This is an optimization exercise on Yosys and OpenROAD, whose aim is small area, not a production implementation. The RTL was checked by simulation tests, not by an equivalence proof against the original design. The flow treats the clock pin as an ideal source, which a real chip does not have. Power figures rest on the tool's default switching activity, not on a simulated workload.

==> inputs of trial 14 <==
==> flow/design.v <==
module bcd_to_seg7 (
    input wire [3:0] bcd,
    output reg [6:0] seg7   
);
    always @(*) begin
        case (bcd)
            4'd0: seg7 = 7'b1000000;   
            4'd1: seg7 = 7'b1111001;   
            4'd2: seg7 = 7'b0100100;   
            4'd3: seg7 = 7'b0110000;   
            4'd4: seg7 = 7'b0011001;   
            4'd5: seg7 = 7'b0010010;   
            4'd6: seg7 = 7'b0000010;   
            4'd7: seg7 = 7'b1111000;   
            4'd8: seg7 = 7'b0000000;   
            4'd9: seg7 = 7'b0010000;   
            default: seg7 = 7'b1111111;   
        endcase
    end
endmodule
module top_stopwatch (
    input wire clk,
    input wire CLR,
    input wire PAUSE,
    input wire record_btn_raw,
    input wire browse_btn_raw,
    output wire [15:0] DATA,
    output wire [1:0] LED_TEST,
    output wire LED15,
    output wire LED14,
    output wire LED13,
    output wire LED12
);
    wire rst_n = CLR;
    reg [1:0] lo;
    reg [2:0] hi;
    reg [2:0] hi_next;
    wire tick_scan = (lo == 2'b01);
    wire tick_cnt  = tick_scan & (hi == 3'b011);
    always @(*) begin
        case (hi)
            3'b000: hi_next = 3'b001;
            3'b001: hi_next = 3'b011;
            3'b011: hi_next = 3'b111;
            3'b111: hi_next = 3'b110;
            default: hi_next = 3'b000;
        endcase
    end
    always @(posedge clk or negedge rst_n) begin
        if (!rst_n) begin
            lo <= 2'b00;
            hi <= 3'b000;
        end
        else begin
            lo <= {lo[0], ~lo[1]};
            if (lo == 2'b10)
                hi <= hi_next;
        end
    end
    reg rec_dly, brw_dly;
    wire rec_press = ~record_btn_raw & rec_dly;
    wire brw_press = ~browse_btn_raw & brw_dly;
    always @(posedge clk or negedge rst_n) begin
        if (!rst_n) begin
            rec_dly <= 1'b1;
            brw_dly <= 1'b1;
        end
        else begin
            rec_dly <= record_btn_raw;
            brw_dly <= browse_btn_raw;
        end
    end
    localparam [2:0] LIVE = 3'b010;
    function [2:0] jnext;
        input [2:0] c;
        jnext = {c[1:0], ~c[2]};
    endfunction
    reg [2:0] browse;
    reg [2:0] scan;
    reg [2:0] rec_idx;
    wire browsing = (browse != LIVE);
    wire do_record = rec_press & ~browsing;
    always @(posedge clk or negedge rst_n) begin
        if (!rst_n) begin
            browse  <= LIVE;
            rec_idx <= 3'b000;
        end
        else begin
            if (browsing) begin
                if (rec_press)
                    browse <= jnext(browse);
                else if (brw_press)
                    browse <= LIVE;
            end
            else begin
                if (rec_press)
                    rec_idx <= jnext(rec_idx);
                else if (brw_press)
                    browse <= 3'b000;
            end
        end
    end
    reg [6:0] centi;
    reg [5:0] sec;
    reg [5:0] min;
    wire en_c = tick_cnt & PAUSE & ~browsing;
    wire wrap_c = en_c & centi[6] & centi[5] & centi[1] & centi[0];
    wire wrap_s = wrap_c & sec[5] & sec[4] & sec[3] & sec[1] & sec[0];
    wire wrap_m = wrap_s & min[5] & min[4] & min[3] & min[1] & min[0];
    wire [6:0] t_c;
    wire [5:0] t_s, t_m;
    assign t_c[0] = en_c;
    assign t_s[0] = wrap_c;
    assign t_m[0] = wrap_s;
    genvar gi;
    generate
        for (gi = 1; gi < 7; gi = gi + 1) begin : g_c
            assign t_c[gi] = t_c[gi-1] & centi[gi-1];
        end
        for (gi = 1; gi < 6; gi = gi + 1) begin : g_sm
            assign t_s[gi] = t_s[gi-1] & sec[gi-1];
            assign t_m[gi] = t_m[gi-1] & min[gi-1];
        end
    endgenerate
    always @(posedge clk or negedge rst_n) begin
        if (!rst_n) begin
            centi <= 7'd0;
            sec <= 6'd0;
            min <= 6'd0;
        end
        else begin
            centi <= (centi ^ t_c) & ~({7{wrap_c}} & 7'b1100100);
            sec <= (sec ^ t_s) & ~({6{wrap_s}} & 6'b111100);
            min <= (min ^ t_m) & ~({6{wrap_m}} & 6'b111100);
        end
    end
    wire [18:0] live = {min, sec, centi};
    wire clear = (scan == 3'd0);
    reg [18:0] slot0, slot1, slot2, slot3, slot4, slot5;
    always @(posedge clk) begin
        if (clear || (do_record && rec_idx == 3'b000)) slot0 <= live;
        if (clear || (do_record && rec_idx == 3'b001)) slot1 <= live;
        if (clear || (do_record && rec_idx == 3'b011)) slot2 <= live;
        if (clear || (do_record && rec_idx == 3'b111)) slot3 <= live;
        if (clear || (do_record && rec_idx == 3'b110)) slot4 <= live;
        if (clear || (do_record && rec_idx == 3'b100)) slot5 <= live;
    end
    reg [2:0] src;
    always @(posedge clk)
        src <= browse;
    reg [18:0] shown;
    always @(*) begin
        case (src)
            3'b000: shown = slot0;
            3'b001: shown = slot1;
            3'b011: shown = slot2;
            3'b111: shown = slot3;
            3'b110: shown = slot4;
            3'b100: shown = slot5;
            LIVE:   shown = live;
            default: shown = 19'd0;
        endcase
    end
    reg [3:0] digit;    
    wire [2:0] next_d = (scan == 3'd6) ? 3'd0 : scan;
    reg [6:0] field;
    always @(*) begin
        case (next_d[2:1])
            2'd0: field = {1'b0, shown[18:13]};
            2'd1: field = {1'b0, shown[12:7]};
            default: field = shown[6:0];
        endcase
    end
    wire [3:0] tens = field / 7'd10;
    wire [3:0] ones = field % 7'd10;
    always @(posedge clk or negedge rst_n) begin
        if (!rst_n) begin
            scan <= 3'd0;
            digit <= 4'd8;
        end
        else if (tick_scan) begin
            scan <= next_d + 3'd1;
            digit <= next_d[0] ? ones : tens;
        end
    end
    reg [7:0] sel;
    always @(*) begin
        case (scan)
            3'd1: sel = 8'b00000010;
            3'd2: sel = 8'b00000001;
            3'd3: sel = 8'b10000000;
            3'd4: sel = 8'b01000000;
            3'd5: sel = 8'b00100000;
            3'd6: sel = 8'b00010000;
            default: sel = 8'b00000000;
        endcase
    end
    wire [6:0] seg;
    bcd_to_seg7 u_seg (.bcd(digit), .seg7(seg));
    assign DATA = {sel, 1'b0, seg};
    assign LED_TEST = {brw_press, rec_press};
    assign LED15 = ~CLR;
    assign LED14 = ~PAUSE;
    assign LED13 = ~record_btn_raw;
    assign LED12 = ~browse_btn_raw;
endmodule
==> flow/flow/run.sh <==
#!/bin/bash
# Own layout flow: the standard flow (standard.sh), with three changes to how
# the layout is made:
#   * synthesis maps the combinational logic with an area-oriented ABC script
#     (flow/abc_area.script) instead of ORFS's abc_area.script; registers are
#     mapped by the unchanged standard synthesis before ABC runs;
#   * port buffers use sky130_fd_sc_hd__buf_1 (still one buffer per port);
#   * clock tree synthesis uses clkbuf_4 leaf buffers under a clkbuf_8 root and
#     inserts no dummy loads; after it, flow/post_cts.tcl upsizes to clkbuf_8
#     each leaf buffer whose estimated clock-pin slew is over 100 ps.
# Each step's full output goes to a log file of its own in this folder.
set -euo pipefail
W=$(pwd)
rm -rf "$W/scripts_mod"
cp -r "$FLOW_HOME/scripts" "$W/scripts_mod"
cp "$W/flow/abc_area.script" "$W/scripts_mod/abc_area.script"
export SCRIPTS_DIR="$W/scripts_mod"
export BUFFER_PORTS_ARGS="-buffer_cell sky130_fd_sc_hd__buf_1"
export CTS_ARGS="-sink_clustering_enable -repair_clock_nets -dont_use_dummy_load -buf_list sky130_fd_sc_hd__clkbuf_4 -root_buf sky130_fd_sc_hd__clkbuf_8"
export POST_CTS_TCL="$W/flow/post_cts.tcl"
bash standard.sh synth > "$W/log_synth.txt" 2>&1
bash standard.sh floorplan > "$W/log_floorplan.txt" 2>&1
bash standard.sh place > "$W/log_place.txt" 2>&1
bash standard.sh cts > "$W/log_cts.txt" 2>&1
bash standard.sh route > "$W/log_route.txt" 2>&1
bash standard.sh finish > "$W/log_finish.txt" 2>&1
test -f "$W/out/final.def"
==> flow/flow/abc_area.script <==
&get -n
&st
&dch -f
&nf -R 1000
&put
topo
==> flow/flow/post_cts.tcl <==
# POST_CTS hook: upsize a clock-tree leaf buffer to clkbuf_8 when the estimated
# slew at any of its register clock pins is over 100 ps, then legalize.
estimate_parasitics -placement
set my_big [[ord::get_db] findMaster sky130_fd_sc_hd__clkbuf_8]
set my_n 0
foreach inst [[ord::get_db_block] getInsts] {
  if {[[$inst getMaster] getName] != "sky130_fd_sc_hd__clkbuf_4"} { continue }
  set onet [[$inst findITerm X] getNet]
  if {$onet == "NULL" || [$onet getSigType] != "CLOCK"} { continue }
  set worst 0.0
  foreach it [$onet getITerms] {
    if {[$it getInst] == $inst} { continue }
    set pin [get_pins [[$it getInst] getName]/[[$it getMTerm] getName]]
    set s [get_property $pin slew_max]
    if {$s > $worst} { set worst $s }
  }
  if {$worst > 0.100} {
    puts "post_cts: [$inst getName] sink slew [format %.3f $worst], upsized to clkbuf_8"
    $inst swapMaster $my_big
    incr my_n
  }
}
puts "post_cts: upsized $my_n clock buffers"
if {$my_n > 0} {
  detailed_placement
  check_placement -verbose
  estimate_parasitics -placement
}
==> flow/standard.sh <==
#!/bin/bash
# synth_recipe.tcl (not shown) runs the flow's synth.tcl, then flattens the netlist and writes it again
# the make line also repeats each setting of config.mk as NAME=value (left out here)
make -C /OpenROAD-flow-scripts/flow DESIGN_CONFIG=/design/flow/config.mk WORK_HOME=/design/flow/orfs CLKGATE_MAP_FILE= SYNTH_SCRIPT=/design/flow/synth_recipe.tcl "${@:-finish}"
==> flow/config.mk <==
export PLATFORM = sky130hd
export DESIGN_NAME = top_stopwatch
export DESIGN_NICKNAME = top_stopwatch
export VERILOG_FILES = /design/flow/design.v
export SDC_FILE = /design/flow/constraint.sdc
export NUM_CORES = 4
export LEC_CHECK = 0
export ABC_AREA = 1
export CAP_MARGIN = 0
export CORE_MARGIN = 2
export CORE_UTILIZATION = 40
export SLEW_MARGIN = 0
==> flow/constraint.sdc <==
create_clock -name core_clock -period 10.0 [get_ports {clk}]
set_input_delay 2.0000 -clock core_clock [delete_from_list [all_inputs] [get_ports {clk}]]
set_output_delay 2.0000 -clock core_clock [all_outputs]
set_load 0.01 [all_outputs]
==> trial 57: changes against trial 14 <==
--- a/flow/flow/run.sh
+++ b/flow/flow/run.sh
@@ -20,2 +20,3 @@
 export POST_CTS_TCL="$W/flow/post_cts.tcl"
+export RECOVER_POWER=100
 bash standard.sh synth > "$W/log_synth.txt" 2>&1
==> flow_summary.yaml <==
pwr:
  clkPwrFrac_pct: 19.8
  powerSeq_uw: 791
routing:
  drtIter0Drc: 372
  m1WireLength_mm: 6.20
  finalWirelength_mm: 13.6
timing:
  fin_skew_ns: 0.0316
  final.setup.worst_slack_ns: 5.19
outcome:
  outcome: "timing/DRC/antenna clean"
final_layout:
  sh_seq_area_pct: 63.5
  clock_cell_area_share_pct: 2.71
That was trial 14.
==> flow_summary.yaml <==
flow_run:
  max_cap_violations: 2
timing:
  final.setup.worst_slack_ns: 3.86
  report.final.slew_viol_count: 51
  fin_skew_ns: 0.0311
final_layout:
  clock_cell_area_share_pct: 2.73
  sh_seq_area_pct: 64.1
routing:
  finalWirelength_mm: 13.7
  m1WireLength_mm: 6.42
  drtIter0Drc: 392
outcome:
  outcome: "finished with violations"
  checkFailReasons: "capacitance limit, slew limit"
pwr:
  clkPwrFrac_pct: 20.0
  powerSeq_uw: 789
That was trial 57.

[what the ideal ports hide]
No port has a modelled driver above. Below, the same layouts with a new extraction and two added sets of constraints. Step 1 sets driving cells, clkbuf_16 on the clock port and buf_2 on the other inputs (assumed; they add their load-dependent delay and slew). Step 2 adds t to the input delays and takes it off the output delays; t is the mean of the earliest and latest rising clock arrival at the registers after step 1. Input paths then give back, and output paths get back, about the clock's delay inside the block. a / b / c = no drivers / after step 1 / after step 2; a / b = the first two.
| run | t, ns | setup WS [ns] | hold slack, ns | worst setup path at the end | cell pins on the clock port's net |
|---|---|---|---|---|---|
| trial 14 | 0.451 | 5.189 / 5.165 / 5.165 | 0.407 / 0.407 / 0.407 | input to output | 1 |
| trial 57 | 0.453 | 3.863 / 3.840 / 3.840 | 0.407 / 0.407 / 0.407 | input to output | 1 |
For trial 14, which loses most, drivers alone change the setup slack by -0.024 ns; drivers and shift together by -0.024 ns.
